Background: an optimization exercise with open tools, aiming at small area, a short achievable clock period and few clock cycles per item. Do not read the settings as production practice. The RTL was checked by simulation tests, not by an equivalence proof against the original design. Power is estimated from default activity; no workload was simulated.

**design.v**
```verilog
`timescale 1ns / 1ps
module huffmandecode(
clk,
huffrst,
code,
hufftable,
symaddr,
symdata,
huffdata,
hufflength,
hufffinish
    );
input clk,huffrst;
input[15:0] code;
input[8*16-1:0] hufftable;
output [7:0] symaddr;       
input[7:0] symdata;         
output [7:0] huffdata;
output [7:0] hufflength;
output reg hufffinish;
reg [7:0] sa;
assign symaddr  = sa;
assign huffdata = sa;
reg [7:0] g;         
reg [7:0] ca;        
reg [1:0] w;         
reg [4:0] k;         
reg       h;         
reg       one;       
reg       hs;        
reg       fix;       
assign hufflength = {3'b000, k};
wire [7:0] c1   = hufftable[7:0];
wire [7:0] c2   = hufftable[15:8];
wire       b1   = code[15];
wire       b2   = code[14];
wire       hit1 = (c1[7:1] != 7'd0) | (c1[0] & ~b1);
wire       g1   = b1 & ~c1[0];                            
wire       big  = (c1[7:1] != 7'd0) | (c2[7:2] != 6'd0);
wire [1:0] a2   = c1[0] ? {b2, ~b2} : {b1, b2};           
function [5:0] first_entry(input [5:0] x);
    reg [2:0] c, b, gg, s, a;
    reg       h1, h2;
    begin
        c = {1'b0, x[4:3]};           
        b = x[2:0];                   
        h1 = x[5] & ~b[2];            
        gg = {2'b00, b[2] & ~x[5]};    
        gg = {gg[1:0], b[1]};           
        h2 = c > gg;
        gg = gg - c;                    
        s = {2'b00, x[5]} + c;        
        a = s + {gg[1:0], b[0]};       
        if (h1)      first_entry = {3'd0, b[2], 2'd0};
        else if (h2) first_entry = {2'd0, x[5] ? {b[1], ~b[1]} : b[2:1], 2'd0};
        else         first_entry = {1'b0, a, gg[1:0]};
    end
endfunction
function [64*6-1:0] first_table(input dummy);
    integer i;
    begin
        for (i = 0; i < 64; i = i + 1) first_table[6*i +: 6] = first_entry(i[5:0]);
    end
endfunction
localparam [64*6-1:0] FIRST = first_table(1'b0);
wire [5:0] first = FIRST[6*{c1[0], c2[1:0], code[15:13]} +: 6];
wire [3:0] a0   = first[5:2];
wire [1:0] g2   = first[1:0];
wire       short = fix | hs;                        
wire [9:0] gn   = {1'b0, g, w[1]} - {2'b00, ca};    
wire       hit  = gn[9];                            
wire       dead = ~gn[9] & gn[8];                   
wire       nf   = ~short & ~h & ~hit & (dead | k == 5'd15);   
wire [14:0]  selk = 15'd1 << k[3:0];
wire [12:0]  sel  = selk[14:2];
wire [103:0] cpad = hufftable[127:24];
wire [11:0]  bpad = {code[0], code[1], code[2], code[3], code[4], code[5],
                     code[6], code[7], code[8], code[9], code[10], code[11]};
wire [7:0]   grp [0:4];
wire [4:0]   grpb;
genvar gi;
generate
    for (gi = 0; gi < 4; gi = gi + 1) begin : fg
        assign grp[gi] = (cpad[8*(3*gi)   +: 8] & {8{sel[3*gi]}})
                       | (cpad[8*(3*gi+1) +: 8] & {8{sel[3*gi+1]}})
                       | (cpad[8*(3*gi+2) +: 8] & {8{sel[3*gi+2]}});
        assign grpb[gi] = (bpad[3*gi] & sel[3*gi]) | (bpad[3*gi+1] & sel[3*gi+1])
                        | (bpad[3*gi+2] & sel[3*gi+2]);
    end
endgenerate
assign grp[4]  = cpad[8*12 +: 8] & {8{sel[12]}};
assign grpb[4] = 1'b0;
wire [7:0] fetch_c = grp[0] | grp[1] | grp[2] | grp[3] | grp[4];    
wire       fetch_b = |grpb;                                           
always @(posedge clk) begin
    one   <= hit1;
    hs    <= (c1[0] & ~b1) | (c2[1:0] > {g1, b2});
    fix   <= big;
    if (~huffrst) begin
        g  <= {6'd0, g2};
        sa <= {4'd0, a0};
        ca <= hufftable[23:16];
        w  <= code[13:12];
    end else begin
        g  <= gn[7:0];
        if (~hufffinish)
            sa <= h ? symdata : nf ? 8'hff : fix & (k == 5'd2) ? {6'd0, one ? {1'b0, b1} : a2}
                                           : sa + gn[7:0] + {7'd0, w[0]};
        ca <= fetch_c;
        w  <= {w[0], fetch_b};
    end
end
always @(posedge clk or negedge huffrst) begin
    if (~huffrst) begin
        hufffinish <= 1'b0;
        h <= 1'b0;
        k <= 5'd2;
    end else begin
        if (h | nf)
            hufffinish <= 1'b1;
        h <= short ? ~fix | (k == 5'd3) : hit;
        if (~hufffinish)
            k <= h ? (short ? {3'd0, ~one, one} : k) : nf ? 5'd0 : k + 5'd1;
    end
end
endmodule
```
**flow/run.sh**
```bash
#!/bin/bash
# The standard layout (standard.sh) with three changes: synthesis maps with
# ABC on flow/abc.script (flow/synth.tcl), the ports get plain buf_1 buffers,
# and repair_timing aims below the clock period (setup margin).
set -euo pipefail
W=$(pwd)
export BUFFER_PORTS_ARGS="-buffer_cell sky130_fd_sc_hd__buf_1"
export SETUP_SLACK_MARGIN=7.8
export FLOW_ABC_SCRIPT=$W/flow/abc.script
sed "s#SYNTH_SCRIPT=[^ ]*#SYNTH_SCRIPT=$W/flow/synth.tcl#" standard.sh > synth_step.sh
# synthesis also leaves out the full and half adder cells (the platform list
# plus fa/ha): ABC builds the adders from plain gates, which is smaller here.
bash synth_step.sh "DONT_USE_CELLS=sky130_fd_sc_hd__probe_p_8 sky130_fd_sc_hd__probec_p_8 sky130_fd_sc_hd__lpflow_bleeder_1 sky130_fd_sc_hd__lpflow_clkbufkapwr_1 sky130_fd_sc_hd__lpflow_clkbufkapwr_16 sky130_fd_sc_hd__lpflow_clkbufkapwr_2 sky130_fd_sc_hd__lpflow_clkbufkapwr_4 sky130_fd_sc_hd__lpflow_clkbufkapwr_8 sky130_fd_sc_hd__lpflow_clkinvkapwr_1 sky130_fd_sc_hd__lpflow_clkinvkapwr_16 sky130_fd_sc_hd__lpflow_clkinvkapwr_2 sky130_fd_sc_hd__lpflow_clkinvkapwr_4 sky130_fd_sc_hd__lpflow_clkinvkapwr_8 sky130_fd_sc_hd__lpflow_decapkapwr_12 sky130_fd_sc_hd__lpflow_decapkapwr_3 sky130_fd_sc_hd__lpflow_decapkapwr_4 sky130_fd_sc_hd__lpflow_decapkapwr_6 sky130_fd_sc_hd__lpflow_decapkapwr_8 sky130_fd_sc_hd__lpflow_inputiso0n_1 sky130_fd_sc_hd__lpflow_inputiso0p_1 sky130_fd_sc_hd__lpflow_inputiso1n_1 sky130_fd_sc_hd__lpflow_inputiso1p_1 sky130_fd_sc_hd__lpflow_inputisolatch_1 sky130_fd_sc_hd__lpflow_isobufsrc_1 sky130_fd_sc_hd__lpflow_isobufsrc_16 sky130_fd_sc_hd__lpflow_isobufsrc_2 sky130_fd_sc_hd__lpflow_isobufsrc_4 sky130_fd_sc_hd__lpflow_isobufsrc_8 sky130_fd_sc_hd__lpflow_isobufsrckapwr_16 sky130_fd_sc_hd__lpflow_lsbuf_lh_hl_isowell_tap_1 sky130_fd_sc_hd__lpflow_lsbuf_lh_hl_isowell_tap_2 sky130_fd_sc_hd__lpflow_lsbuf_lh_hl_isowell_tap_4 sky130_fd_sc_hd__lpflow_lsbuf_lh_isowell_4 sky130_fd_sc_hd__lpflow_lsbuf_lh_isowell_tap_1 sky130_fd_sc_hd__lpflow_lsbuf_lh_isowell_tap_2 sky130_fd_sc_hd__lpflow_lsbuf_lh_isowell_tap_4 sky130_fd_sc_hd__fill_1 sky130_fd_sc_hd__fill_2 sky130_fd_sc_hd__fill_4 sky130_fd_sc_hd__fill_8 sky130_fd_sc_hd__fa_1 sky130_fd_sc_hd__fa_2 sky130_fd_sc_hd__fa_4 sky130_fd_sc_hd__ha_1 sky130_fd_sc_hd__ha_2 sky130_fd_sc_hd__ha_4" synth > synth.log 2>&1
bash standard.sh > standard.log 2>&1
```
**flow/abc.script**
```
strash
dch -f
amap
strash
dch -f
amap
topo
stime -c
```
**flow/synth.tcl**
```tcl
# The standard flow's synthesis script (synth_recipe.tcl), with ABC run on flow/abc.script
# (area-oriented mapping) instead of ORFS's speed or area script.
proc synth {args} { yosys synth -nofsm -noshare {*}$args }
proc abc {args} {
  set i [lsearch -exact $args -script]
  if {$i >= 0} { lset args [expr {$i + 1}] $::env(FLOW_ABC_SCRIPT) }
  yosys abc {*}$args
}
source $::env(SCRIPTS_DIR)/synth.tcl
# left out here: clear keep_hierarchy, flatten, clean up, hide names made inside functions, write 1_2_yosys.v
```
**standard.sh**
```bash
#!/bin/bash
# synth_recipe.tcl (not shown) runs the flow's synth.tcl, then flattens the netlist and writes it again
# the make line also repeats each setting of config.mk as NAME=value (left out here)
make -C /OpenROAD-flow-scripts/flow DESIGN_CONFIG=/design/flow/config.mk WORK_HOME=/design/flow/orfs CLKGATE_MAP_FILE= SYNTH_SCRIPT=/design/flow/synth_recipe.tcl "${@:-finish}"
```
**config.mk**
```make
export PLATFORM = sky130hd
export DESIGN_NAME = huffmandecode
export DESIGN_NICKNAME = huffmandecode
export VERILOG_FILES = /design/flow/design.v
export SDC_FILE = /design/flow/constraint.sdc
export NUM_CORES = 8
export LEC_CHECK = 0
export CAP_MARGIN = 20
export CORE_MARGIN = 2
export CORE_UTILIZATION = 40
export SLEW_MARGIN = 20
export TNS_END_PERCENT = 5
```
**constraint.sdc**
```tcl
create_clock -name core_clock -period 11.0 [get_ports {clk}]
set_input_delay 2.2000 -clock core_clock [delete_from_list [all_inputs] [get_ports {clk}]]
set_output_delay 2.2000 -clock core_clock [all_outputs]
set_load 0.01 [all_outputs]
```
==> metrics.md, run 1 <==
| Metric | Value |
|---|---|
| Max_slew headroom | `0.260` |
| Setup TNS after final layout | `0 ps` |
| Worst Setup EP | `sa[1]` |
| Average cell area after synthesis | `7.28 um2` |
| IO buf count | `175` |
| Total Nets Final | `700` |
| Die Ht | `84.6 um` |
| Outcome | `no timing/DRC/antenna violations` |
| Fin area | `3630 um2` |
| Total track usage | `0.274` |
| CP startpoint kind | `input port` |
| Reg2reg end | `sa[1]` |
| Reg2Reg Setup Slack | `8040 ps` |
| Vias/cell | `5.70` |
| # setup viols final | `0` |
| Clock latency (worst-skew pair) | `290 ps` |
| Clk slew on worst S/H paths | `70 ps` |
| Starting DRT DRC Count | `330` |
| Placed standard-cell area | `3350 um2` |
| First-pass GRT wire length | `15700 um` |
| Clk sink count | `36` |
| Min-Delay Path Class | `reg2reg` |
| Largest net degree at the start of global routing | `30` |
| Crit-path max cell delay | `540 ps` |
| Worst setup EP type | `register` |
| Yosys reg bits | `36` |
| P per Cell Area | `106 nW/um2` |
| Post-route clock skew | `3.23 ps` |
| Root buffer cell | `clkbuf_8` |
| P_leak | `0.00122 uW` |
| FMAX | `312 MHz` |
| TritonCTS clock tree | `yes` |
| Drt wl/cell | `16.4 um` |
| Most used DFF post-synth | `dfxtp_1` |
| Initial Util | `0.412` |
| Grt ovf | `0` |
| Synth Cell Area | `2600 um2` |
| RSZ-0062 raised after global routing | `true` |
| H-tree levels | `2` |
| # hold bufs at CTS | `0` |
| Tcrit/Tclk final | `0.292` |
| Slew Viols, Final | `0` |
| Cell taking the most area after synthesis | `dfxtp_1` |
| Post-synth EDFFs | `4` |
| Setup crit start | `code[15]` |
| Period minus WS final | `3210 ps` |
| Netlist cell types | `37` |
| Antenna Cells | `0` |
| Area growth syn-to-layout | `39.8%` |
| FF-to-FF Start | `g[0]` |
| Share of layout cells above drive strength 1 | `0.108` |
| Total chip power | `384 uW` |
| Vias in the first global route | `3279` |
| Hold Violations, Final | `0` |
| CP Max Fanout | `6` |
| Share of the synthesized area in the top cell type | `0.192` |
| IO Count | `179` |
| Via Count | `3556` |
| Core area | `6310 um2` |
| Final GP Congestion | `0.919` |
| Cell Chain, Critical Path | `buf_2 -> inv_2 -> buf_4 -> or4_1 -> o311ai_2 -> a32o_1` |
| Actual slew at the worst max-slew pin | `1100 ps` |
| Initial antenna violation count | `0` |
| CTS Buffer Depth | `2` |
| Crit Path Class | `in2reg` |
| DIE AREA | `7160 um2` |
| Gate Count Post-Synth | `357` |
| Warnings from Yosys | `1` |
| Final ANT Viol Nets | `0` |
| Post-synthesis async set-or-reset flop share | `0.194` |
| CP max stage cell | `or4_1` |
| Synth area leaders | `dfxtp_1, a222oi_1, nor2_1, o21ai_0, dfrtp_1` |
| Sequential-to-total area share from yosys stat | `0.307` |
| Maximum VDD drop | `0.0727 mV` |
| Worst Path Arrival | `3360 ps` |
| Num CTS Buffers | `5` |
| Core Rows | `29` |
| # fillers | `664` |
| HPWL after detailed placement | `7980 um` |
| Total Wirelength | `10300 um` |
| Worst reg2reg path depth | `18` |
| Required @ worst endpoint | `11160 ps` |
| Die Span X | `84.6 um` |
| Max Cap Viol | `0` |
| DR DRC count | `0` |
| 1st-pass router iterations | `8` |
cell families after synthesis:
| family | share of synthesized area |
|---|---|
| compound gates | 0.370 |
| other cells | 0.00144 |
| simple gates | 0.234 |
| buf+inv | 0.0881 |
| flops | 0.307 |
cells in the mapped netlist (4+ instances only):
cell,n
nor4_1,10
o22ai_1,5
dfxtp_1,25
dfrtp_1,6
o21ai_0,34
nand4_1,7
a31oi_1,9
nor2b_1,7
edfxtp_1,4
o32ai_1,8
buf_4,11
nor2_1,49
nand2_1,39
or2_0,6
a222oi_1,32
nor3_1,9
a21oi_1,25
clkinv_1,39
layout make-up:
cell class,count,area (um2),share of cell area
flip-flops and latches,36,800,0.220
inverters,39,158,0.0434
clock buffers,8,90.1,0.0248
repair buffers,191,786,0.216
well taps,77,96.3,0.0265
multi-input cells,273,1710,0.469
sequential cells by signal (all words and copies together), names as in the netlist:
name	cells
ca	8
fix	1
g	8
h	1
hs	1
hufffinish	1
k	5
one	1
sa	8
w	2
worst min path at each step:
stage                     start  depth (start not counted)  slack, ps  endpoint
after floorplan             fix                          1        410         h
after global placement      fix                          1        440         h
after detailed placement    fix                          1        450         h
after CTS                   fix                          1        460         h
after global routing        fix                          1        490         h
final                       fix                          1        460         h
repair_timing:
item / CTS / global route
resized for setup: 4 / 39
gates cloned: 0 / 0
setup buffers: 0 / 10
endpoints found under the setup margin: 16 / 21
pin swaps: 0 / 5
layer usage:
metal	track usage	vias to the layer above	wire (um)
li1	-	1757	-
met1	0.389	1590	4490
met2	0.424	190	4600
met3	0.0669	19	1010
met4	0.0592	0	158
met5	0	-	0
report_power, final:
group          total, uW  internal (uW)  switching (uW)
logic                133           56.1            76.6
registers            153            145            7.26
clock network       98.5           51.1            47.4
worst max-delay path, delay by kind of cell:
family / cells / cell delay (ps)
buffers and inverters: 3 / 350
AND/OR/NAND/NOR: 1 / 540
AO/OA/AOI/OAI: 2 / 270
cells in the final DEF (no fill, tap or decap), types with 3 or more instances in the layout:
master	n
conb_1	3
or4_1	3
o32ai_1	8
nand4_1	7
o21ai_0	30
clkinv_1	33
a222oi_1	32
nand2_1	37
buf_1	168
a21oi_1	22
a22oi_1	3
clkbuf_8	6
nor3_1	4
a211oi_1	3
dfxtp_1	25
edfxtp_1	4
o22ai_1	5
nor3_2	5
a31oi_1	9
or2_0	5
a21oi_2	3
buf_4	16
nor2b_1	7
nor2_1	43
nor2_4	4
nor4_1	8
clkbuf_2	6
o21ai_1	3
dfrtp_1	4
through the flow:
stage                     hold WS [ps]   util  instances  worst slack, ps
after floorplan                    415      -        359             7750
after global placement             442  0.530        606             7350
after detailed placement           453  0.530        606             7270
after CTS                          461  0.546        614             7650
after global routing               490  0.576        624             7700
final                              459  0.576        624             7790
Testbench counts, summed over its fixed seeds: cycles 9,412, items 2,048.
==> run 2: changes to the inputs <==
--- a/flow/run.sh
+++ b/flow/run.sh
@@ -7,3 +7,3 @@
 export BUFFER_PORTS_ARGS="-buffer_cell sky130_fd_sc_hd__buf_1"
-export SETUP_SLACK_MARGIN=7.8
+export SETUP_SLACK_MARGIN=8.0
 export FLOW_ABC_SCRIPT=$W/flow/abc.script
==> run 2 against run 1 <==
Critical endpoint is now sa[2]. Hold slack better by 2.4 ps. Final area is 2.8% higher. Non-clock buffer count increased by 4. Core utilization is 1.6 points higher. Combinational power grew 5%. Fmax grew 0.32%. Largest power group unchanged. Global-route usage is 0.47 points higher. Clock-buffer cell count unchanged. Critical path type unchanged. Largest cell class unchanged.
==> metrics.md, run 2 <==
| Metric | Value |
|---|---|
| Outcome | `no timing/DRC/antenna violations` |
| Slew Viols, Final | `0 (unchanged)` |
| IO buf count | `175 (unchanged)` |
| Startpoint of the worst hold path | `fix` |
| Worst setup margin | `7800 ps (+10.2 ps)` |
| CP Max Fanout | `6 (unchanged)` |
| Sequential-to-total area share from yosys stat | `0.307 (unchanged)` |
| Total track usage | `0.279 (+0.00474)` |
| Vias in the first global route | `3340 (+1.9%)` |
| Core area | `6310 um2 (unchanged)` |
| Max_slew headroom | `0.251 (-0.00955)` |
| Met1 Wirelength | `4550 um (+1.3%)` |
| Required @ worst endpoint | `11030 ps (-130 ps)` |
| Most frequent cells in the layout | `buf_1, nor2_1, nand2_1, a222oi_1, clkinv_1` |
| Actual slew at the worst max-slew pin | `1120 ps (+14.9 ps)` |
| P per Cell Area | `105 nW/um2 (-0.87%)` |
| Adder-Cell Fraction of Synth Area | `0 (unchanged)` |
| Met3 WL | `1040 um (+2.5%)` |
| Gate Count Post-Synth | `357 (unchanged)` |
| Die Span X | `84.6 um (unchanged)` |
| Main combinational cell family by area after synthesis | `compound AO/OA/AOI/OAI gates` |
| CP startpoint kind | `input port` |
| Met2 wire len | `4860 um (+5.7%)` |
| Netlist cell types | `37 (unchanged)` |
| Reg2reg end | `sa[0]` |
| Grt ovf | `0 (unchanged)` |
| Period minus WS final | `3200 ps (-10.2 ps)` |
| Largest net degree at the start of global routing | `30 (unchanged)` |
| Post-route clock skew | `1.56 ps (-1.67 ps)` |
| XOR/XNOR Fraction of Synth Area | `0 (unchanged)` |
| Setup TNS after final layout | `0 ps (unchanged)` |
| Worst Path Arrival | `3230 ps (-130 ps)` |
| Tcrit/Tclk final | `0.291 (-0.000924)` |
| Post-synthesis async set-or-reset flop share | `0.194 (unchanged)` |
| Most instantiated library cell after synthesis | `nor2_1` |
| H-tree levels | `2 (unchanged)` |
| Crit Path Class | `in2reg` |
| Total Nets Final | `704 (+0.57%)` |
| Warnings from Yosys | `1 (unchanged)` |
| RSZ-0062 raised after global routing | `true` |
| Reg2Reg Setup Slack | `8050 ps (about the same)` |
| Register Area | `801 um2 (+0.16%)` |
| Simple-Gate Fraction of Synth Area | `0.234 (unchanged)` |
| Maximum VDD drop | `0.0732 mV (+0.74%)` |
| Total chip power | `391 uW (+1.9%)` |
| Via Count | `3593 (+1.0%)` |
| Fin area | `3740 um2 (+2.8%)` |
| # setup viols final | `0 (unchanged)` |
| Multi-input gate area | `1750 um2 (+2.6%)` |
| Post-synthesis compound-gate area fraction | `0.370 (unchanged)` |
| Top cells by count, synth | `nor2_1, clkinv_1, nand2_1, o21ai_0, a222oi_1` |
| Placed standard-cell area | `3350 um2 (unchanged)` |
| IO Count | `179 (unchanged)` |
| Total Wirelength | `10600 um (+3.3%)` |
| Final ANT Viol Nets | `0 (unchanged)` |
| Root buffer cell | `clkbuf_8` |
| Initial Util | `0.412 (unchanged)` |
| Core Rows | `29 (unchanged)` |
| Die Ht | `84.6 um (unchanged)` |
| Worst reg2reg path depth | `18 (unchanged)` |
| Starting DRT DRC Count | `321 (-2.7%)` |
| Max layer used | `met4` |
| Switch Pwr | `135 uW (+3.1%)` |
| TritonCTS clock tree | `yes` |
| Average cell area after synthesis | `7.28 um2 (unchanged)` |
| Int Pwr | `256 uW (+1.3%)` |
| Antenna Cells | `0 (unchanged)` |
| CTS Buffer Depth | `2 (unchanged)` |
| Register share of total power | `0.390 (-0.007)` |
| Final GP Congestion | `0.919 (unchanged)` |
| Clock share of power | `0.253 (-0.004)` |
| Share of layout cells above drive strength 1 | `0.134 (+0.0264)` |
| Worst setup EP type | `register` |
| Clk slew on worst S/H paths | `70 ps (about the same)` |
| Commonest non-fill, non-tap cell in the layout | `buf_1` |
| Share of the synthesized area in the top cell type | `0.192 (unchanged)` |
| Mux contribution to synthesized area | `0 (unchanged)` |
| Hold Violations, Final | `0 (unchanged)` |
| Area growth syn-to-layout | `43.7%` |
| Synth area leaders | `dfxtp_1, a222oi_1, nor2_1, o21ai_0, dfrtp_1` |
| Yosys reg bits | `36 (unchanged)` |
| 1st-pass router iterations | `8 (unchanged)` |
| FF-to-FF Start | `g[0]` |
| Min-Delay Path Class | `reg2reg` |
| DR DRC count | `0 (unchanged)` |
| Num CTS Buffers | `5 (unchanged)` |
| HPWL after detailed placement | `7980 um (unchanged)` |
| FMAX | `313 MHz (+0.32%)` |
| First-pass GRT wire length | `16000 um (+1.5%)` |
| Comb power frac | `0.357 (+0.011)` |
| Clock latency (worst-skew pair) | `290 ps (about the same)` |
| Drt wl/cell | `16.9 um (+2.7%)` |
| Initial antenna violation count | `0 (unchanged)` |
| P_leak | `0.00126 uW (+3.1%)` |
| WHS Endpoint | `h` |
| Synth Cell Area | `2600 um2 (unchanged)` |
| DIE AREA | `7160 um2 (unchanged)` |
| Clk sink count | `36 (unchanged)` |
| Sw Ratio | `0.346 (+0.00399)` |
| Vias/cell | `5.72 (+0.40%)` |
| # fillers | `651 (-2.0%)` |
| Cell taking the most area after synthesis | `dfxtp_1` |
| Largest regs | `ca (8), g (8), sa (8)` |
| Most used DFF post-synth | `dfxtp_1` |
| Post-synth EDFFs | `4 (unchanged)` |
| Worst hold stages | `1 (unchanged)` |
| Max Cap Viol | `0 (unchanged)` |
| Pre-CTS setup slack | `7270 ps (unchanged)` |
==> run 2: changes by cell type in the layout (fill, tap and decap cells not counted), moves of 3 or more <==
cell	delta
clkbuf_2	-6
o21ai_1	+5
buf_2	+3
buf_4	+6
o21ai_0	-5
==> run 2: worst max path at each step <==
| stage | cells after the start | start | end | slack [ps] |
|---|---|---|---|---|
| floorplan | 6 | hufftable[8] | sa[1] | 7750 |
| detailed placement | 8 | code[15] | sa[1] | 7270 |
| global route | 9 | code[14] | sa[2] | 7740 |
| finish | 9 | code[14] | sa[2] | 7800 |
| CTS | 1 | k[1] | hufflength[1] | 7840 |
| global placement | 6 | code[14] | sa[1] | 7350 |
==> run 2: critical path, stage by stage <==
cell and delay [ps]:
buf_2 170, nor2_4 150, inv_2 50, nor2_2 130, nor2_1 50, a31oi_1 130, nor2_1 80, a21oi_2 170
o32ai_2 90
==> run 2: area by class of cell <==
class	count	area share
sequential	36	0.214
multi-input combinational	273	0.468
clock buffer	8	0.0241
tap	77	0.0258
timing repair buffer	195	0.221
inverter	39	0.0465
==> run 2: stage by stage <==
stage	util	hold WS (ps)	std cells
2_1_floorplan	-	415	359
5_1_grt	0.592	490	628
4_1_cts	0.562	461	618
3_5_place_dp	0.530	453	606
6_report	0.592	462	628
3_3_place_gp	0.530	442	606
==> run 2: cell families after synthesis <==
logic type             count (synthesis)
other                                  1
DFF                                   36
buffers and inverters                 50
AOI/OAI and AO/OA                    136
and+or+nand+nor                      134
==> run 2: per-layer routing <==
layer,vias up,global-route usage
met5,-,0
met4,0,0.0592
met3,19,0.0659
met2,202,0.441
met1,1611,0.389
li1,1761,-
==> run 2: what timing repair did <==
item,4_1_cts,5_1_grt
endpoints found under the setup margin,39,42
hold buffers,0,0
pin swaps,4,12
cloned,0,0
resized for setup,30,37
buffers inserted,4,10
==> run 2: power groups by stage <==
stage	clock network (uW)	registers, uW	logic (uW)
global placement	0	155	119
global route	109	154	158
finish	98.9	153	140
detailed placement	0	155	120
CTS	99.7	152	126
floorplan	0	155	80.6
==> run 3: changes to the inputs <==
--- a/flow/run.sh
+++ b/flow/run.sh
@@ -7,3 +7,3 @@
 export BUFFER_PORTS_ARGS="-buffer_cell sky130_fd_sc_hd__buf_1"
-export SETUP_SLACK_MARGIN=8.0
+export SETUP_SLACK_MARGIN=7.9
 export FLOW_ABC_SCRIPT=$W/flow/abc.script
--- a/config.mk
+++ b/config.mk
@@ -10,2 +10,3 @@
 export CORE_UTILIZATION = 40
+export CTS_BUF_LIST = sky130_fd_sc_hd__clkbuf_8 sky130_fd_sc_hd__clkbuf_4
 export SLEW_MARGIN = 20
==> run 3 against run 2 <==
Critical path depth unchanged. Still clean on timing, DRC and antenna. Global-route usage is the same. Via count shrank 0.97%. Sequential share of layout area up 0.49 points. Synthesized cell count unchanged. Die area is the same. Clock skew rose by 2.9 ps. Largest power group unchanged.
==> metrics.md, run 3 <==
| Metric | Value |
|---|---|
| Outcome | `no timing/DRC/antenna violations` |
| CTS Buffer Depth | `2 (unchanged)` |
| IO Count | `179 (unchanged)` |
| Hold Violations, Final | `0 (unchanged)` |
| Starting DRT DRC Count | `335 (+4.4%)` |
| Comb power frac | `0.345 (-0.012)` |
| CP Max Fanout | `4 (-2)` |
| First-pass GRT wire length | `16000 um (about the same)` |
| CP max stage cell | `a31oi_1` |
| 1st-pass router iterations | `9 (+1)` |
| Sw Ratio | `0.340 (-0.00625)` |
| Area growth syn-to-layout | `40.3%` |
| Cell taking the most area after synthesis | `dfxtp_1` |
| Max Cap Viol | `0 (unchanged)` |
| Gate Count Post-Synth | `357 (unchanged)` |
| Crit-path max cell delay | `220 ps (+50 ps)` |
| Vias in the first global route | `3331 (-0.27%)` |
| Die Span X | `84.6 um (unchanged)` |
| Most frequent cells in the layout | `buf_1, nor2_1, nand2_1, a222oi_1, clkinv_1` |
| Register share of total power | `0.390 (about the same)` |
| DIE AREA | `7160 um2 (unchanged)` |
| Critical path depth | `9 (unchanged)` |
| TritonCTS clock tree | `yes` |
| Tcrit/Tclk final | `0.290 (-0.00101)` |
| Cell Chain, Critical Path | `buf_2 -> inv_4 -> nor2_4 -> buf_4 -> o21ai_1 -> o21a_1 -> a21oi_1 -> a31oi_1 -> o32ai_1` |
| Clk sink count | `36 (unchanged)` |
| Setup TNS after final layout | `0 ps (unchanged)` |
| Via Count | `3558 (-0.97%)` |
| Most instantiated library cell after synthesis | `nor2_1` |
| Actual slew at the worst max-slew pin | `1150 ps (+30.2 ps)` |
| Root buffer cell | `clkbuf_8` |
| Total track usage | `0.279 (unchanged)` |
| Post-synthesis async set-or-reset flop share | `0.194 (unchanged)` |
| Min-Delay Path Class | `reg2reg` |
| Share of layout cells above drive strength 1 | `0.121 (-0.0132)` |
| Synth Cell Area | `2600 um2 (unchanged)` |
| Average cell area after synthesis | `7.28 um2 (unchanged)` |
| Share of the synthesized area in the top cell type | `0.192 (unchanged)` |
| Register Area | `800 um2 (-0.16%)` |
| P per Cell Area | `107 nW/um2 (+2.3%)` |
| Die Ht | `84.6 um (unchanged)` |
| CP startpoint kind | `input port` |
| Multi-input gate area | `1720 um2 (-1.6%)` |
| RSZ-0062 raised after global routing | `true` |
| Most used DFF post-synth | `dfxtp_1` |
| Worst Path Arrival | `3210 ps (-20 ps)` |
| Worst setup EP type | `register` |
| Clock latency (worst-skew pair) | `290 ps (about the same)` |
| Initial antenna violation count | `0 (unchanged)` |
| Non-filler cells, final | `622 (-0.96%)` |
| # fillers | `664 (+2.0%)` |
| FMAX | `314 MHz (+0.35%)` |
| Worst path top cell family by delay | `compound AO/OA/AOI/OAI gates` |
| IO buf count | `175 (unchanged)` |
| H-tree levels | `2 (unchanged)` |
| Worst hold stages | `1 (unchanged)` |
| Period minus WS final | `3190 ps (-11.1 ps)` |
| Post-synth EDFFs | `4 (unchanged)` |
| Largest net degree at the start of global routing | `30 (unchanged)` |
| Required @ worst endpoint | `11020 ps (about the same)` |
| # setup viols final | `0 (unchanged)` |
| Clk slew on worst S/H paths | `70 ps (about the same)` |
| Top cells by count, synth | `nor2_1, clkinv_1, nand2_1, o21ai_0, a222oi_1` |
| Warnings from Yosys | `1 (unchanged)` |
| Post-route clock skew | `4.43 ps (+2.87 ps)` |
| Drt wl/cell | `16.6 um (-1.7%)` |
| Maximum VDD drop | `0.0730 mV (-0.31%)` |
| Crit Path Class | `in2reg` |
| Synth area leaders | `dfxtp_1, a222oi_1, nor2_1, o21ai_0, dfrtp_1` |
| Initial Util | `0.412 (unchanged)` |
| Worst path buffer plus inverter count | `3 (+1)` |
| Antenna Cells | `0 (unchanged)` |
| Yosys reg bits | `36 (unchanged)` |
| Final ANT Viol Nets | `0 (unchanged)` |
| Commonest non-fill, non-tap cell in the layout | `buf_1` |
| Core Rows | `29 (unchanged)` |
| Grt ovf | `0 (unchanged)` |
| Num CTS Buffers | `5 (unchanged)` |
| Vias/cell | `5.72 (about the same)` |
| P_leak | `0.00122 uW (-3.2%)` |
| Total Nets Final | `698 (-0.85%)` |
| Switch Pwr | `133 uW (-2.0%)` |
| Int Pwr | `258 uW (+0.79%)` |
| Total Wirelength | `10300 um (-2.6%)` |
| HPWL after detailed placement | `7980 um (unchanged)` |
| Total chip power | `390 uW (-0.16%)` |
| Clock share of power | `0.265 (+0.012)` |
| Placed cells | `606 (unchanged)` |
| Sequential-to-total area share from yosys stat | `0.307 (unchanged)` |
| Core area | `6310 um2 (unchanged)` |
| Max_slew headroom | `0.230 (-0.0203)` |
| Final GP Congestion | `0.919 (unchanged)` |
| # hold bufs at CTS | `0 (unchanged)` |
| Netlist cell types | `37 (unchanged)` |
| Slew Viols, Final | `0 (unchanged)` |
| Worst reg2reg path depth | `18 (unchanged)` |
| Largest regs | `ca (8), g (8), sa (8)` |
| DR DRC count | `0 (unchanged)` |
## run 3: kinds of logic (layout without fill, tap and decap cells)
family / after synthesis / after routing / synth area share
flops: 36 / 36 / 0.307
simple gates: 134 / 134 / 0.234
buf+inv: 50 / 236 / 0.0881
other cells: 1 / 3 / 0.00144
compound gates: 136 / 136 / 0.370
## run 3: path summary, 6_finish.rpt
| check | start | to | slack [ps] |
|---|---|---|---|
| min reg2reg | fix | h | 460 |
| min | fix | h | 460 |
| max | hufftable[8] | sa[0] | 7810 |
| max reg2reg | g[0] | sa[1] | 8040 |
| max in group asynchronous | huffrst | k[1] | 8850 |
| min in group asynchronous | huffrst | k[4] | 1860 |
## run 3: power by group through the flow
stage                     Clock, uW  Sequential (uW)  Combinational (uW)
after floorplan                   0              155                80.6
after global placement            0              155                 119
after detailed placement          0              155                 120
after CTS                       104              152                 125
after global routing            113              154                 154
final                           103              152                 135
## run 3: metal layers
metal | vias to the layer above | wire length, um | track usage
li1 | 1760 | - | -
met1 | 1591 | 4500 | 0.393
met2 | 189 | 4660 | 0.437
met3 | 18 | 1010 | 0.0669
met4 | 0 | 154 | 0.0592
met5 | - | 0 | 0
## run 3: timing repair
action | CTS | global route
gates resized for setup | 26 | 28
pin swaps | 4 | 6
endpoints found under the setup margin | 19 | 28
hold endpoints to repair | 0 | 0
setup buffers | 4 | 4
## run 3: area by class of cell
| cell class | instances | share of cell area |
|---|---|---|
| Sequential cell | 36 | 0.219 |
| Multi-Input combinational cell | 273 | 0.472 |
| Clock buffer | 8 | 0.0267 |
| Inverter | 39 | 0.0446 |
| Timing Repair Buffer | 189 | 0.211 |
| Tap cell | 77 | 0.0264 |
## run 3: stage by stage
step	setup WS [ps]	hold WS, ps	util	instance area [um2]
3_5_place_dp	7270	453	0.530	3350
4_1_cts	7820	461	0.559	3530
6_report	7810	458	0.578	3650
2_1_floorplan	7750	415	-	2620
5_1_grt	7730	490	0.578	3650
3_3_place_gp	7350	442	0.530	3340
==> run 4: changes to the inputs <==
--- a/config.mk
+++ b/config.mk
@@ -10,4 +10,3 @@
 export CORE_UTILIZATION = 40
-export CTS_BUF_LIST = sky130_fd_sc_hd__clkbuf_8 sky130_fd_sc_hd__clkbuf_4
 export SLEW_MARGIN = 20
-export TNS_END_PERCENT = 5
+export TNS_END_PERCENT = 20
==> run 4 against run 3 <==
Global-route usage shrank 1.5 points. Highest routed layer unchanged. Largest power group unchanged. Sequential power is essentially flat. Flip-flop and latch count is the same. Synthesized area is the same. Largest cell class unchanged. Sequential share of layout area shrank 0.11 points. Critical endpoint is now ca[3]. Via count grew 0.53%. Critical path depth shrank 3. Die area is the same. Routed wire length shrank 4.5%.
==> metrics.md, run 4 <==
| Metric | Value |
|---|---|
| Vias in the first global route | `3293 (-1.1%)` |
| Synth area leaders | `dfxtp_1, a222oi_1, nor2_1, o21ai_0, dfrtp_1` |
| CP Max Fanout | `1 (-3)` |
| Via Count | `3577 (+0.53%)` |
| Cell taking the most area after synthesis | `dfxtp_1` |
| P per Cell Area | `107 nW/um2 (about the same)` |
| Post-route clock skew | `11.6 ps (+7.16 ps)` |
| Netlist cell types | `37 (unchanged)` |
| Reg2reg end | `sa[7]` |
| First-pass GRT wire length | `15400 um (-3.6%)` |
| IO Count | `179 (unchanged)` |
| Largest regs | `ca (8), g (8), sa (8)` |
| Worst setup margin | `7830 ps (+14.3 ps)` |
| Clock share of power | `0.266 (about the same)` |
| Worst hold stages | `1 (unchanged)` |
| Initial Util | `0.412 (unchanged)` |
| Post-synth EDFFs | `4 (unchanged)` |
| Worst setup EP type | `register` |
| Num CTS Buffers | `5 (unchanged)` |
| Top cells by count, synth | `nor2_1, clkinv_1, nand2_1, o21ai_0, a222oi_1` |
| Maximum VDD drop | `0.0622 mV (-15%)` |
| 1st-pass router iterations | `9 (unchanged)` |
| Post-synthesis async set-or-reset flop share | `0.194 (unchanged)` |
| Outcome | `no timing/DRC/antenna violations` |
| Grt ovf | `0 (unchanged)` |
| Core area | `6310 um2 (unchanged)` |
| Most used DFF post-synth | `dfxtp_1` |
| Clock latency (worst-skew pair) | `290 ps (about the same)` |
| Min-Delay Path Class | `reg2reg` |
| Vias/cell | `5.77 (+0.86%)` |
| # setup viols final | `0 (unchanged)` |
| Clk slew on worst S/H paths | `70 ps (about the same)` |
| Final GP Congestion | `0.918 (-0.17%)` |
| Total Wirelength | `9850 um (-4.5%)` |
| WHS Endpoint | `h` |
| Setup crit start | `hufftable[75]` |
| Sequential-to-total area share from yosys stat | `0.307 (unchanged)` |
| Clk sink count | `36 (unchanged)` |
| Core Rows | `29 (unchanged)` |
| IO buf count | `175 (unchanged)` |
| Worst Path Arrival | `3340 ps (+130 ps)` |
| CTS Buffer Depth | `2 (unchanged)` |
| Max Cap Viol | `0 (unchanged)` |
| Actual slew at the worst max-slew pin | `1140 ps (-4.80 ps)` |
| Share of layout cells above drive strength 1 | `0.120 (-0.00140)` |
| Die Span X | `84.6 um (unchanged)` |
| Commonest non-fill, non-tap cell in the layout | `buf_1` |
| Area growth syn-to-layout | `41.0%` |
| P_leak | `0.00122 uW (+0.32%)` |
| Sw Ratio | `0.339 (-0.000359)` |
| Most frequent cells in the layout | `buf_1, nor2_1, nand2_1, a222oi_1, clkinv_1` |
| Warnings from Yosys | `1 (unchanged)` |
| Comb power frac | `0.346 (about the same)` |
| Slew Viols, Final | `0 (unchanged)` |
| CP startpoint kind | `input port` |
| Antenna Cells | `0 (unchanged)` |
| Total track usage | `0.264 (-0.0152)` |
| DR DRC count | `0 (unchanged)` |
| HPWL after detailed placement | `7830 um (-1.8%)` |
| Root buffer cell | `clkbuf_8` |
| Hold Violations, Final | `0 (unchanged)` |
| Setup TNS after final layout | `0 ps (unchanged)` |
| DIE AREA | `7160 um2 (unchanged)` |
| Register share of total power | `0.388 (-0.002)` |
| Initial antenna violation count | `0 (unchanged)` |
| Final ANT Viol Nets | `0 (unchanged)` |
| Int Pwr | `259 uW (+0.49%)` |
| FMAX | `315 MHz (+0.45%)` |
| Crit Path Class | `in2reg` |
| Share of the synthesized area in the top cell type | `0.192 (unchanged)` |
| Most instantiated library cell after synthesis | `nor2_1` |
| Startpoint of the worst hold path | `fix` |
| Average cell area after synthesis | `7.28 um2 (unchanged)` |
| Largest net degree at the start of global routing | `30 (unchanged)` |
| FF-to-FF Start | `w[1]` |
| Synth Cell Area | `2600 um2 (unchanged)` |
| Yosys reg bits | `36 (unchanged)` |
| Pre-CTS setup slack | `7290 ps (+22.5 ps)` |
| Worst reg2reg path depth | `17 (-1)` |
| RSZ-0062 raised after global routing | `true` |
| Period minus WS final | `3170 ps (-14.3 ps)` |
| Die Ht | `84.6 um (unchanged)` |
| TritonCTS clock tree | `yes` |
| Tcrit/Tclk final | `0.288 (-0.00130)` |
| Gate Count Post-Synth | `357 (unchanged)` |
| Switch Pwr | `133 uW (+0.33%)` |
| Drt wl/cell | `15.9 um (-4.2%)` |
| Max_slew headroom | `0.234 (+0.00322)` |
| Reg2Reg Setup Slack | `8070 ps (+30 ps)` |
| Starting DRT DRC Count | `327 (-2.4%)` |
| H-tree levels | `2 (unchanged)` |
| Required @ worst endpoint | `11170 ps (+150 ps)` |
| Total Nets Final | `696 (-0.29%)` |
## run 4: cell count changes in the layout (fill, tap and decap cells not counted), moves of 2 or more
cell	delta
nor3_2	-2
buf_2	-5
o21ai_2	+2
nor3_1	+2
## run 4: cell type report
type	count	area [um2]
inverter	39	180
timing repair buffer	187	772
clock buffer	8	100
tap	77	96.3
fill	653	2650
sequential	36	800
multi-input combinational	273	1720
## run 4: kinds of logic (layout without fill, tap and decap cells)
| kind of cell | Yosys count | after routing | share of synthesized area |
|---|---|---|---|
| other cells | 1 | 3 | 0.00144 |
| compound gates | 136 | 136 | 0.370 |
| simple gates | 134 | 134 | 0.234 |
| buf+inv | 50 | 234 | 0.0881 |
| flops | 36 | 36 | 0.307 |
## run 4: stage by stage
step	cell area [um2]	power, uW	hold WS [ps]	instances	utilization
floorplan	2640	236	415	359	-
global placement	3370	274	439	607	0.533
detailed placement	3370	277	451	608	0.534
CTS	3540	383	460	619	0.561
global route	3670	419	498	620	0.581
finish	3670	392	455	620	0.581
## run 4: power by group through the flow
stage	Sequential, uW	Clock (uW)	Combinational (uW)
after floorplan	155	0	81.1
after global placement	155	0	119
after detailed placement	155	0	122
after CTS	152	106	126
after global routing	154	112	153
final	152	104	136
## run 4: per-layer routing
layer	vias to the layer above	global-route usage	share of wire
met5	-	0	0
met3	19	0.0570	0.095
met1	1624	0.364	0.42
li1	1756	-	-
met4	0	0.0563	0.012
met2	178	0.427	0.47
## run 4: critical path, stage by stage
cell and delay (ps):
buf_1 70, a222oi_1 360, nand3_1 140, a2111oi_2 260, nand2_1 110, a22o_1 200
## run 4: worst max-delay path by stage
stage                          to  depth (start not counted)
global placement            sa[1]                          6
finish                      ca[3]                          6
floorplan                   ca[3]                          5
global route                ca[3]                          6
CTS                 hufflength[1]                          1
detailed placement          sa[1]                          6
## run 4: timing repair
action | 4_1_cts | 5_1_grt
gates resized for setup | 26 | 39
setup endpoints to repair | 18 | 30
gates cloned | 0 | 0
buffers inserted | 3 | 1
hold buffers | 0 | 0
pin swaps | 4 | 11
hold endpoints to repair | 0 | 0
==> run 5: changes to the inputs <==
==> flow/abc.script (replaced) <==
strash
dch -f
amap
strash
dch -f
amap
topo
stime -c
buffer -c
upsize -c
dnsize -c
--- a/config.mk
+++ b/config.mk
@@ -11,2 +11,2 @@
 export SLEW_MARGIN = 20
-export TNS_END_PERCENT = 20
+export TNS_END_PERCENT = 5
==> run 5 against run 4 <==
Hold slack better by 12 ps. First-iteration DRC count up 2.8%. Sequential share of layout area up 0.075 points. Final cell count up 0.97%. Flip-flop and latch count unchanged. Worst setup slack worse by 63 ps. Non-clock buffer count up 2. Global-route usage down 0.75 points. Synthesized area up 6.2%. Routed wire length up 0.84%. Synthesized cell count up 2.5%. Critical endpoint is now sa[1]. Largest power group unchanged.
==> metrics.md, run 5 <==
| Metric | Value |
|---|---|
| Share of layout cells above drive strength 1 | `0.152 (+0.0323)` |
| Non-filler cells, final | `626 (+0.97%)` |
| Num CTS Buffers | `5 (unchanged)` |
| Synth Cell Area | `2760 um2 (+6.2%)` |
| Core Rows | `30 (+3.4%)` |
| Fin area | `3650 um2 (-0.34%)` |
| # setup viols final | `0 (unchanged)` |
| Starting DRT DRC Count | `336 (+2.8%)` |
| First-pass GRT wire length | `15400 um (about the same)` |
| Commonest non-fill, non-tap cell in the layout | `buf_1` |
| Pre-CTS setup slack | `7280 ps (-8.98 ps)` |
| Post-synth EDFFs | `4 (unchanged)` |
| Cell taking the most area after synthesis | `dfxtp_1` |
| Netlist cell types | `55 (+49%)` |
| Total Wirelength | `9930 um (+0.84%)` |
| P_leak | `0.00129 uW (+5.4%)` |
| Required @ worst endpoint | `11030 ps (-140 ps)` |
| Antenna Cells | `0 (unchanged)` |
| Total chip power | `390 uW (-0.57%)` |
| Tcrit/Tclk final | `0.294 (+0.00572)` |
| Warnings from Yosys | `1 (unchanged)` |
| Die Ht | `87.1 um (+2.9%)` |
| Max Cap Viol | `0 (unchanged)` |
| IO Count | `179 (unchanged)` |
| Worst Path Arrival | `3270 ps (-70 ps)` |
| Largest regs | `ca (8), g (8), sa (8)` |
| Maximum VDD drop | `0.0528 mV (-15%)` |
| Max_slew headroom | `0.219 (-0.0150)` |
| Share of the synthesized area in the top cell type | `0.181 (-0.0113)` |
| Total Nets Final | `699 (+0.43%)` |
| Slew Viols, Final | `0 (unchanged)` |
| Die Span X | `87.1 um (+2.9%)` |
| Vias/cell | `5.77 (about the same)` |
| DIE AREA | `7580 um2 (+5.9%)` |
| Final GP Congestion | `0.986 (+7.4%)` |
| Core area | `6720 um2 (+6.4%)` |
| Most instantiated library cell after synthesis | `nor2_1` |
| Reg2Reg Setup Slack | `8120 ps (+50 ps)` |
| Sequential-to-total area share from yosys stat | `0.289 (-0.0179)` |
| Worst setup margin | `7770 ps (-62.9 ps)` |
| Worst hold stages | `1 (unchanged)` |
| Vias in the first global route | `3308 (+0.46%)` |
| Actual slew at the worst max-slew pin | `1160 ps (+22.4 ps)` |
| Most used DFF post-synth | `dfxtp_1` |
| 1st-pass router iterations | `11 (+2)` |
| TritonCTS clock tree | `yes` |
| FF-to-FF Start | `g[0]` |
| # hold bufs at CTS | `0 (unchanged)` |
| Area growth syn-to-layout | `32.4%` |
| Comb power frac | `0.374 (+0.028)` |
| Int Pwr | `251 uW (-3.1%)` |
| P per Cell Area | `107 nW/um2 (-0.23%)` |
| Drt wl/cell | `15.9 um (-0.12%)` |
| Setup crit start | `hufftable[8]` |
| Yosys reg bits | `36 (unchanged)` |
| Initial Util | `0.411 (-0.000825)` |
| CTS Buffer Depth | `2 (unchanged)` |
| Worst reg2reg path depth | `19 (+2)` |
| IO buf count | `175 (unchanged)` |
| Synth area leaders | `dfxtp_1, a222oi_1, nor2_1, dfrtp_1, nand2_1` |
| Average cell area after synthesis | `7.54 um2 (+3.6%)` |
| H-tree levels | `2 (unchanged)` |
| Placed standard-cell area | `3470 um2 (+2.9%)` |
| Startpoint of the worst hold path | `fix` |
| RSZ-0062 raised after global routing | `true` |
| Root buffer cell | `clkbuf_8` |
| Post-synthesis async set-or-reset flop share | `0.194 (unchanged)` |
| HPWL after detailed placement | `7890 um (+0.84%)` |
| Gate Count Post-Synth | `366 (+2.5%)` |
| Grt ovf | `0 (unchanged)` |
| Placed cells | `610 (+0.33%)` |
| DR DRC count | `0 (unchanged)` |
| Most frequent cells in the layout | `buf_1, nor2_1, nand2_1, a222oi_1` |
| Sw Ratio | `0.356 (+0.0166)` |
| Reg2reg end | `sa[2]` |
| Crit Path Class | `in2reg` |
| Final ANT Viol Nets | `0 (unchanged)` |
| Min-Delay Path Class | `reg2reg` |
| Register share of total power | `0.391 (+0.003)` |
| Total track usage | `0.256 (-0.00746)` |
| CP startpoint kind | `input port` |
| Initial antenna violation count | `0 (unchanged)` |
| Via Count | `3609 (+0.89%)` |
| Top cells by count, synth | `nor2_1, nand2_1, a222oi_1, inv_1, dfxtp_1` |
| Post-route clock skew | `9.37 ps (-2.22 ps)` |
| Clock latency (worst-skew pair) | `290 ps (about the same)` |
| Clock share of power | `0.236 (-0.030)` |
| Hold Violations, Final | `0 (unchanged)` |
| Period minus WS final | `3230 ps (+62.9 ps)` |
| WHS Endpoint | `h` |
| FMAX | `309 MHz (-1.9%)` |
| Clk slew on worst S/H paths | `80 ps (about the same)` |
| CP Max Fanout | `4 (+3)` |
| Switch Pwr | `139 uW (+4.3%)` |
| Worst setup EP type | `register` |
| Setup TNS after final layout | `0 ps (unchanged)` |
| # fillers | `678 (+3.8%)` |
| Clk sink count | `36 (unchanged)` |
| Outcome | `no timing/DRC/antenna violations` |
| Largest net degree at the start of global routing | `20 (-33%)` |
## run 5: what timing repair did
item                       4_1_cts  5_1_grt
cloned                           1        0
resized for setup                7        8
setup endpoints to repair       24       31
setup buffers                    4        3
## run 5: final cells by class
class	instances	area, um2	area share
Multi-Input combinational cell	273	1740	0.477
Sequential cell	36	800	0.219
Timing Repair Buffer	189	769	0.211
Inverter	39	155	0.0425
Tap cell	80	100	0.0274
Clock buffer	7	76.3	0.0209
Timing Repair inverter	1	7.51	0.00205
Clock inverter	1	5.00	0.00137
## run 5: through the flow
step / util / hold WS, ps
after floorplan: - / 414
after global placement: 0.517 / 451
after detailed placement: 0.517 / 460
after CTS: 0.538 / 471
after global routing: 0.544 / 510
final: 0.544 / 467
## run 5: power by group through the flow
stage / registers [uW] / logic [uW] / clock network [uW]
finish: 152 / 146 / 91.9
CTS: 153 / 144 / 93.0
global route: 154 / 166 / 100
global placement: 156 / 137 / 0
floorplan: 155 / 102 / 0
detailed placement: 156 / 141 / 0
## run 5: how the worst max path moves through the flow
stage	to	cells past startpoint	slack, ps
finish	sa[1]	8	7770
global route	sa[2]	10	7700
CTS	sa[1]	8	7730
detailed placement	w[0]	5	7280
global placement	w[0]	5	7370
floorplan	sa[2]	9	7720
## run 5: kinds of logic after synthesis
family	count (synthesis)	synth area share
other	1	0.00136
buffers and inverters	59	0.0956
DFF	36	0.289
AOI/OAI and AO/OA	136	0.377
and+or+nand+nor	134	0.237
## run 5: worst max-delay path, cell delays in order
cell and delay (ps):
buf_2 120, clkinvlp_4 130, nand2_2 90, nand2_1 80, o21ai_0 110, o221ai_1 170, o311ai_1 140, a32o_1 230
## run 5: routing by layer
metal	part of all wire	track usage
met1	0.42	0.332
met2	0.46	0.425
met3	0.10	0.0758
met4	0.012	0.0497
met5	0	0
==> run 6: changes to the inputs <==
--- a/design.v
+++ b/design.v
@@ -105,5 +105,5 @@
         g  <= gn[7:0];
-        if (~hufffinish)
-            sa <= h ? symdata : nf ? 8'hff : fix & (k == 5'd2) ? {6'd0, one ? {1'b0, b1} : a2}
-                                           : sa + gn[7:0] + {7'd0, w[0]};
+        sa <= ~hufffinish & h ? symdata : ~hufffinish & nf ? 8'hff
+            : ~hufffinish & fix & (k == 5'd2) ? {6'd0, one ? {1'b0, b1} : a2}
+            : sa + (gn[7:0] & {8{~hufffinish}}) + {7'd0, w[0] & ~hufffinish};
         ca <= fetch_c;
==> run 6 against run 5 <==
Die area down 0.86%. Via count rose by 2.7%. Final cell count is 0.80% higher. Critical path type is now reg2out. Sequential share of layout area down 1.0 points.
==> metrics.md, run 6 <==
| Metric | Value |
|---|---|
| DIE AREA | `7520 um2 (-0.86%)` |
| P per Cell Area | `91.4 nW/um2 (-14%)` |
| CTS Buffer Depth | `2 (unchanged)` |
| Worst path top cell family by delay | `flip-flops` |
| Warnings from Yosys | `1 (unchanged)` |
| Min-Delay Path Class | `reg2reg` |
| Period minus WS final | `3170 ps (-61.9 ps)` |
| Starting DRT DRC Count | `461 (+37%)` |
| Reg2Reg Setup Slack | `8010 ps (-110 ps)` |
| Synth area leaders | `dfxtp_1, a222oi_1, nor2_1, dfrtp_1, nand2_1` |
| Cell Chain, Critical Path | `clkbuf_2` |
| Die Span X | `86.7 um (-0.43%)` |
| Worst Path Arrival | `970 ps (-2300 ps)` |
| CP Max Fanout | `2 (-2)` |
| Worst Setup EP | `hufflength[1]` |
| Post-synthesis async set-or-reset flop share | `0.194 (unchanged)` |
| Crit-path max cell delay | `550 ps (+320 ps)` |
| Top cells by count, synth | `nor2_1, nand2_1, a222oi_1, dfxtp_1, inv_1` |
| Total track usage | `0.283 (+0.0263)` |
| Largest net degree at the start of global routing | `22 (+10%)` |
| Setup crit start | `k[1]` |
| Max_slew headroom | `0.352 (+0.133)` |
| Die Ht | `86.7 um (-0.43%)` |
| FF-to-FF Start | `g[0]` |
| Outcome | `no timing/DRC/antenna violations` |
| IO Count | `179 (unchanged)` |
| Antenna Cells | `0 (unchanged)` |
| Sequential-to-total area share from yosys stat | `0.277 (-0.0120)` |
| DR DRC count | `0 (unchanged)` |
| Synth Cell Area | `2740 um2 (-0.91%)` |
| Setup TNS after final layout | `0 ps (unchanged)` |
| Largest regs | `ca (8), g (8), sa (8)` |
| Vias in the first global route | `3446 (+4.2%)` |
| Critical path depth | `1 (-7)` |
| Most used DFF post-synth | `dfxtp_1` |
| Required @ worst endpoint | `8800 ps (-2230 ps)` |
| Final Util | `0.545 (+0.00130)` |
| Pre-CTS setup slack | `7160 ps (-121 ps)` |
| Gate Count Post-Synth | `368 (+0.55%)` |
| FMAX | `315 MHz (+2.0%)` |
| Worst reg2reg path depth | `20 (+1)` |
| Final ANT Viol Nets | `0 (unchanged)` |
| Cell taking the most area after synthesis | `dfxtp_1` |
| Total Nets Final | `704 (+0.72%)` |
| Initial Util | `0.407 (-0.00372)` |
| Clock latency (worst-skew pair) | `290 ps (about the same)` |
| TritonCTS clock tree | `yes` |
| Grt ovf | `0 (unchanged)` |
| Initial antenna violation count | `0 (unchanged)` |
| Worst hold stages | `2 (+1)` |
| IO buf count | `175 (unchanged)` |
| Crit Path Class | `reg2out` |
| RSZ-0062 raised after global routing | `true` |
| Average cell area after synthesis | `7.44 um2 (-1.4%)` |
| Worst path buffer plus inverter count | `1 (-1)` |
| Most frequent cells in the layout | `buf_1, nor2_1, nand2_1, a222oi_1, dfxtp_1` |
| Hold Violations, Final | `0 (unchanged)` |
| First-pass GRT wire length | `16800 um (+9.0%)` |
| 1st-pass router iterations | `11 (unchanged)` |
| Share of the synthesized area in the top cell type | `0.212 (+0.0309)` |
| Max Cap Viol | `0 (unchanged)` |
| # fillers | `698 (+2.9%)` |
| Root buffer cell | `clkbuf_8` |
| Clk slew on worst S/H paths | `70 ps (about the same)` |
| Vias/cell | `5.87 (+1.9%)` |
| Maximum VDD drop | `0.0556 mV (+5.2%)` |
| Actual slew at the worst max-slew pin | `963 ps (-200 ps)` |
| Worst setup margin | `7830 ps (+61.9 ps)` |
| Core area | `6720 um2 (unchanged)` |
| Worst setup EP type | `output port` |
| Final GP Congestion | `0.936 (-5.1%)` |
| Post-route clock skew | `4.86 ps (-4.52 ps)` |
| Tcrit/Tclk final | `0.288 (-0.00563)` |
| Share of layout cells above drive strength 1 | `0.140 (-0.0123)` |
| Clk sink count | `36 (unchanged)` |
| Post-synth EDFFs | `0 (-4)` |
| Most instantiated library cell after synthesis | `nor2_1` |
| Core Rows | `30 (unchanged)` |
| Commonest non-fill, non-tap cell in the layout | `buf_1` |
| Total Wirelength | `10800 um (+8.6%)` |
| HPWL after detailed placement | `8470 um (+7.2%)` |
| CP max stage cell | `dfstp_2` |
| Netlist cell types | `59 (+7.3%)` |
| Slew Viols, Final | `0 (unchanged)` |
| CP startpoint kind | `register` |
| H-tree levels | `2 (unchanged)` |
| Yosys reg bits | `36 (unchanged)` |
| # setup viols final | `0 (unchanged)` |
| Drt wl/cell | `17.1 um (+7.8%)` |
| Via Count | `3707 (+2.7%)` |
| Area growth syn-to-layout | `33.9%` |
| Total chip power | `335 uW (-14%)` |
| Num CTS Buffers | `5 (unchanged)` |
| Reg2reg end | `sa[7]` |
| P_leak | `0.00133 uW (+2.9%)` |
| # hold bufs at CTS | `0 (unchanged)` |
-- run 6: cell types whose count changed after synthesis, sizes merged, moves of 3 or more --
cell,delta
dfxtp,+4
o211ai,+3
o32ai,-5
nor3,+3
nor2,+3
nand3,+9
edfxtp,-4
inv,-6
a21oi,-13
-- run 6: worst min-delay path by stage --
stage          start  slack [ps]  endpoint
5_1_grt         w[0]         520      w[1]
3_5_place_dp    w[0]         490      w[1]
2_1_floorplan   w[0]         450      w[1]
3_3_place_gp    w[0]         480      w[1]
6_report        w[0]         490      w[1]
4_1_cts         w[0]         500      w[1]
-- run 6: cell families after synthesis --
group,Yosys count,share of synthesized area
AND/OR/NAND/NOR,147,0.262
flip-flops,36,0.277
other,1,0.00137
AO/OA/AOI/OAI,128,0.358
buffers and inverters,56,0.102
-- run 6: worst reg2reg max path, cell delays in order (launching register included) --
cell      delay [ps]
dfxtp_1          330
inv_2             70
nor2_4           150
a21oi_4           50
nand2_1           80
o21ai_2           70
nor2_2           160
inv_2             50
a22oi_2          150
nand2_1           80
o21ai_1          100
nor2b_2          180
a21oi_1           60
or2_4            250
a21o_1           210
a21o_1           200
nor2_2           130
a211oi_1          70
or2_0            240
a31oi_1          170
nor3_1            70
-- run 6: timing repair --
item	CTS	global route
setup endpoints to repair	32	41
gates resized for setup	2	28
gates cloned	1	0
setup buffers	5	4
pin swaps	0	6
-- run 6: layout make-up --
class | instances | area, um2 | share of cell area
clock buffers | 6 | 82.6 | 0.0225
clock inverters | 2 | 10.0 | 0.00273
inverters | 35 | 135 | 0.0369
multi-input cells | 278 | 1760 | 0.481
flip-flops and latches | 36 | 764 | 0.209
well taps | 80 | 100 | 0.0273
repair buffers | 193 | 801 | 0.219
repair inverters | 1 | 7.51 | 0.00205
-- run 6: routing by layer --
| metal | vias up | routed length [um] | GRT usage | share of wire |
|---|---|---|---|---|
| met2 | 209 | 4820 | 0.449 | 0.45 |
| met1 | 1702 | 4770 | 0.383 | 0.44 |
| met3 | 25 | 999 | 0.0752 | 0.093 |
| met4 | 0 | 196 | 0.0682 | 0.018 |
| met5 | - | 0 | 0 | 0 |
| li1 | 1771 | - | - | - |
-- run 6: where the power goes --
part,internal (uW),switching [uW],total (uW)
sequential,141,6.67,147
combinational,37.3,51.6,88.9
clock,50.0,48.5,98.5
-- run 6: stage by stage --
step	instance area (um2)	instances	hold slack, ps
detailed placement	3420	613	486
floorplan	2740	370	446
CTS	3560	627	499
global placement	3420	613	477
finish	3660	631	494
global route	3660	631	520
Testbench counts of run 6, summed over its fixed seeds: cycles 9,412, items 2,048.
==> run 7: changes to the inputs <==
==> flow/abc.script (replaced) <==
strash
dch -f
amap
strash
dch -f
amap
topo
stime -c
upsize -c
dnsize -c
==> run 7 against run 6 <==
Clock power increased by 51%. Critical endpoint unchanged. Final area increased by 2.4%. First-iteration DRC count decreased by 12%. Clock-buffer cell count increased by 1. Critical path depth unchanged. Final cell count increased by 0.63%. Synthesized area decreased by 4.4%. Via count increased by 0.59%. Register-to-register slack improved by 20 ps. Core utilization increased by 4.6 points.
==> metrics.md, run 7 <==
| Metric | Value |
|---|---|
| Commonest non-fill, non-tap cell in the layout | `buf_1` |
| Worst path buffer plus inverter count | `1 (unchanged)` |
| Total chip power | `386 uW (+15%)` |
| Grt ovf | `0 (unchanged)` |
| Actual slew at the worst max-slew pin | `759 ps (-204 ps)` |
| Tcrit/Tclk final | `0.286 (-0.00190)` |
| Fin area | `3750 um2 (+2.4%)` |
| CTS Buffer Depth | `2 (unchanged)` |
| CP Max Fanout | `2 (unchanged)` |
| Most instantiated library cell after synthesis | `nor2_1` |
| DR DRC count | `0 (unchanged)` |
| Gate Count Post-Synth | `358 (-2.7%)` |
| CP startpoint kind | `register` |
| Largest regs | `ca (8), g (8), sa (8)` |
| Sequential-to-total area share from yosys stat | `0.289 (+0.0127)` |
| Setup TNS after final layout | `0 ps (unchanged)` |
| Largest net degree at the start of global routing | `30 (+36%)` |
| IO Count | `179 (unchanged)` |
| Yosys reg bits | `36 (unchanged)` |
| Core area | `6350 um2 (-5.5%)` |
| RSZ-0062 raised after global routing | `true` |
| HPWL after detailed placement | `7930 um (-6.3%)` |
| Num CTS Buffers | `5 (unchanged)` |
| # setup viols final | `0 (unchanged)` |
| Warnings from Yosys | `1 (unchanged)` |
| Worst setup EP type | `output port` |
| Top cells by count, synth | `nor2_1, nand2_1, clkinv_1, a222oi_1, dfxtp_1` |
| Required @ worst endpoint | `8800 ps (about the same)` |
| Maximum VDD drop | `0.0698 mV (+26%)` |
| Max_slew headroom | `0.492 (+0.140)` |
| Clk slew on worst S/H paths | `70 ps (about the same)` |
| Core Rows | `29 (-3.3%)` |
| Die Ht | `84.9 um (-2.1%)` |
| Final ANT Viol Nets | `0 (unchanged)` |
| CP max stage cell | `dfstp_2` |
| Total track usage | `0.279 (-0.00347)` |
| Post-synth EDFFs | `0 (unchanged)` |
| Drt wl/cell | `16.6 um (-2.9%)` |
| Initial antenna violation count | `0 (unchanged)` |
| Register Area | `763 um2 (-0.16%)` |
| Total Wirelength | `10500 um (-2.3%)` |
| Crit Path Class | `reg2out` |
| Synth area leaders | `dfxtp_1, a222oi_1, nor2_1, dfrtp_1, nand2_1` |
| Cell Chain, Critical Path | `buf_6` |
| Multi-input gate area | `1740 um2 (-1.4%)` |
| P_leak | `0.00128 uW (-3.8%)` |
| Clock latency (worst-skew pair) | `300 ps (about the same)` |
| Hold Violations, Final | `0 (unchanged)` |
| IO buf count | `175 (unchanged)` |
| Slew Viols, Final | `0 (unchanged)` |
| Vias in the first global route | `3323 (-3.6%)` |
| FMAX | `317 MHz (+0.66%)` |
| Starting DRT DRC Count | `405 (-12%)` |
| Vias/cell | `5.87 (about the same)` |
| H-tree levels | `2 (unchanged)` |
| Cell taking the most area after synthesis | `dfxtp_1` |
| Area growth syn-to-layout | `43.4%` |
| Outcome | `no timing/DRC/antenna violations` |
| Post-route clock skew | `5.57 ps (+0.718 ps)` |
| Period minus WS final | `3150 ps (-20.9 ps)` |
| Worst path top cell family by delay | `flip-flops` |
| Most used DFF post-synth | `dfxtp_1` |
| Initial Util | `0.412 (+0.00476)` |
| First-pass GRT wire length | `16000 um (-4.4%)` |
| Max Cap Viol | `0 (unchanged)` |
| Final GP Congestion | `0.968 (+3.4%)` |
| Min-Delay Path Class | `reg2reg` |
| Average cell area after synthesis | `7.31 um2 (-1.7%)` |
| DIE AREA | `7200 um2 (-4.2%)` |
| 1st-pass router iterations | `11 (unchanged)` |
| Via Count | `3729 (+0.59%)` |
| Die Span X | `84.9 um (-2.1%)` |
| Worst Path Arrival | `950 ps (-20 ps)` |
| Synth Cell Area | `2620 um2 (-4.4%)` |
| Most frequent cells in the layout | `buf_1, nor2_1, nand2_1, a222oi_1, dfxtp_1` |
| P per Cell Area | `103 nW/um2 (+12%)` |
| Root buffer cell | `clkbuf_8` |
| Netlist cell types | `47 (-20%)` |
| Hold slack final | `470 ps (-23.6 ps)` |
| Clk sink count | `36 (unchanged)` |
| Crit-path max cell delay | `550 ps (about the same)` |
| Placed standard-cell area | `3360 um2 (-1.7%)` |
| TritonCTS clock tree | `yes` |
| # fillers | `650 (-6.9%)` |
| Post-synthesis async set-or-reset flop share | `0.194 (unchanged)` |
| Share of layout cells above drive strength 1 | `0.136 (-0.00330)` |
| Share of the synthesized area in the top cell type | `0.222 (+0.00974)` |
| Total Nets Final | `710 (+0.85%)` |
-- run 7: repair_timing --
| action | in CTS | in global routing |
|---|---|---|
| gates cloned | 0 | 0 |
| pin swaps | 0 | 5 |
| setup buffers | 4 | 13 |
| endpoints found under the setup margin | 17 | 25 |
| resized for setup | 6 | 39 |
| hold buffers | 0 | 0 |
| hold endpoints to repair | 0 | 0 |
-- run 7: tightest hold or removal path: stages (launching register included) --
cell	delay, ps
dfxtp_1	310
clkinv_1	60
o22ai_1	70
-- run 7: final cells by class --
cell class,instances,share of cell area
multi-input cells,278,0.463
repair buffers,200,0.229
flip-flops and latches,36,0.203
inverters,35,0.0380
clock buffers,7,0.0317
well taps,77,0.0257
clock inverters,1,0.00800
diodes,1,0.000667
-- run 7: where the power goes --
part           leakage (uW)  switching, uW  total [uW]  internal (uW)
clock             0.0000747           53.5         149           95.2
sequential         0.000320           6.54         147            141
combinational      0.000880           52.3        89.9           37.6
total               0.00128            112         386            274
-- run 7: path summary, 6_finish.rpt --
path                             from       endpoint  slack [ps]  depth (start not counted)
min                              w[0]           w[1]         470                          2
min in group asynchronous     huffrst           k[4]        1850                          2
max                              k[1]  hufflength[1]        7850                          1
max reg2reg                hufffinish          sa[7]        8030                         18
min reg2reg                      w[0]           w[1]         470                          2
max in group asynchronous     huffrst           k[1]        8910                          2
-- run 7: cells by family (layout without fill, tap and decap cells) --
| family | Yosys count | in the layout | share of synthesized area |
|---|---|---|---|
| other cells | 1 | 4 | 0.00143 |
| flops | 36 | 36 | 0.289 |
| buf+inv | 46 | 243 | 0.0818 |
| simple gates | 147 | 147 | 0.259 |
| compound gates | 128 | 128 | 0.368 |
-- run 7: per-layer routing --
layer  vias up  wire (um)  global-route usage
li1       1790          -                   -
met1      1697       4530               0.398
met2       223       4600               0.420
met3        19       1240              0.0788
met4         0        164              0.0649
met5         -          0                   0
-- run 7: per-stage QoR --
step / util / cells / setup WS (ps)
5_1_grt: 0.591 / 634 / 7780
6_report: 0.591 / 635 / 7850
3_3_place_gp: 0.529 / 609 / 7340
3_5_place_dp: 0.529 / 609 / 7270
2_1_floorplan: - / 360 / 7730
4_1_cts: 0.559 / 621 / 7800

## what the ideal ports hide
The flow's constraints put no driver on any port. The routed layouts listed below were extracted and timed again, unchanged, in two steps. Step 1 sets driving cells, clkbuf_16 on the clock port and buf_2 on the other inputs (assumed; they add their load-dependent delay and slew). Step 2 adds t to the input delays and takes it off the output delays; t is the mean of the earliest and latest rising clock arrival at the registers after step 1. Input paths then give back, and output paths get back, about the clock's delay inside the block. Three values: no drivers, after step 1, after step 2; two values: the first two.
run | t, ns | setup slack, ns | worst hold slack (ns) | worst setup path after step 2 | worst slew at a driven data input, ns
run 1 | 0.315 | 7.793 / 7.771 / 7.487 | 0.459 / 0.459 / 0.459 | input to register | 0.06
run 2 | 0.312 | 7.803 / 7.807 / 7.495 | 0.462 / 0.462 / 0.462 | input to register | 0.06
run 3 | 0.317 | 7.815 / 7.798 / 7.504 | 0.458 / 0.458 / 0.458 | input to register | 0.06
run 4 | 0.309 | 7.829 / 7.810 / 7.527 | 0.455 / 0.455 / 0.455 | input to register | 0.05
run 5 | 0.309 | 7.766 / 7.763 / 7.457 | 0.467 / 0.467 / 0.467 | input to register | 0.06
run 6 | 0.312 | 7.828 / 7.800 / 7.521 | 0.494 / 0.494 / 0.494 | input to register | 0.06
run 7 | 0.327 | 7.849 / 7.821 / 7.602 | 0.470 / 0.470 / 0.470 | input to register | 0.10
After both steps setup and hold are still met in every run listed. The setup slack of run 3, which loses most, moves by -0.017 ns with the drivers and by -0.311 ns with both steps.
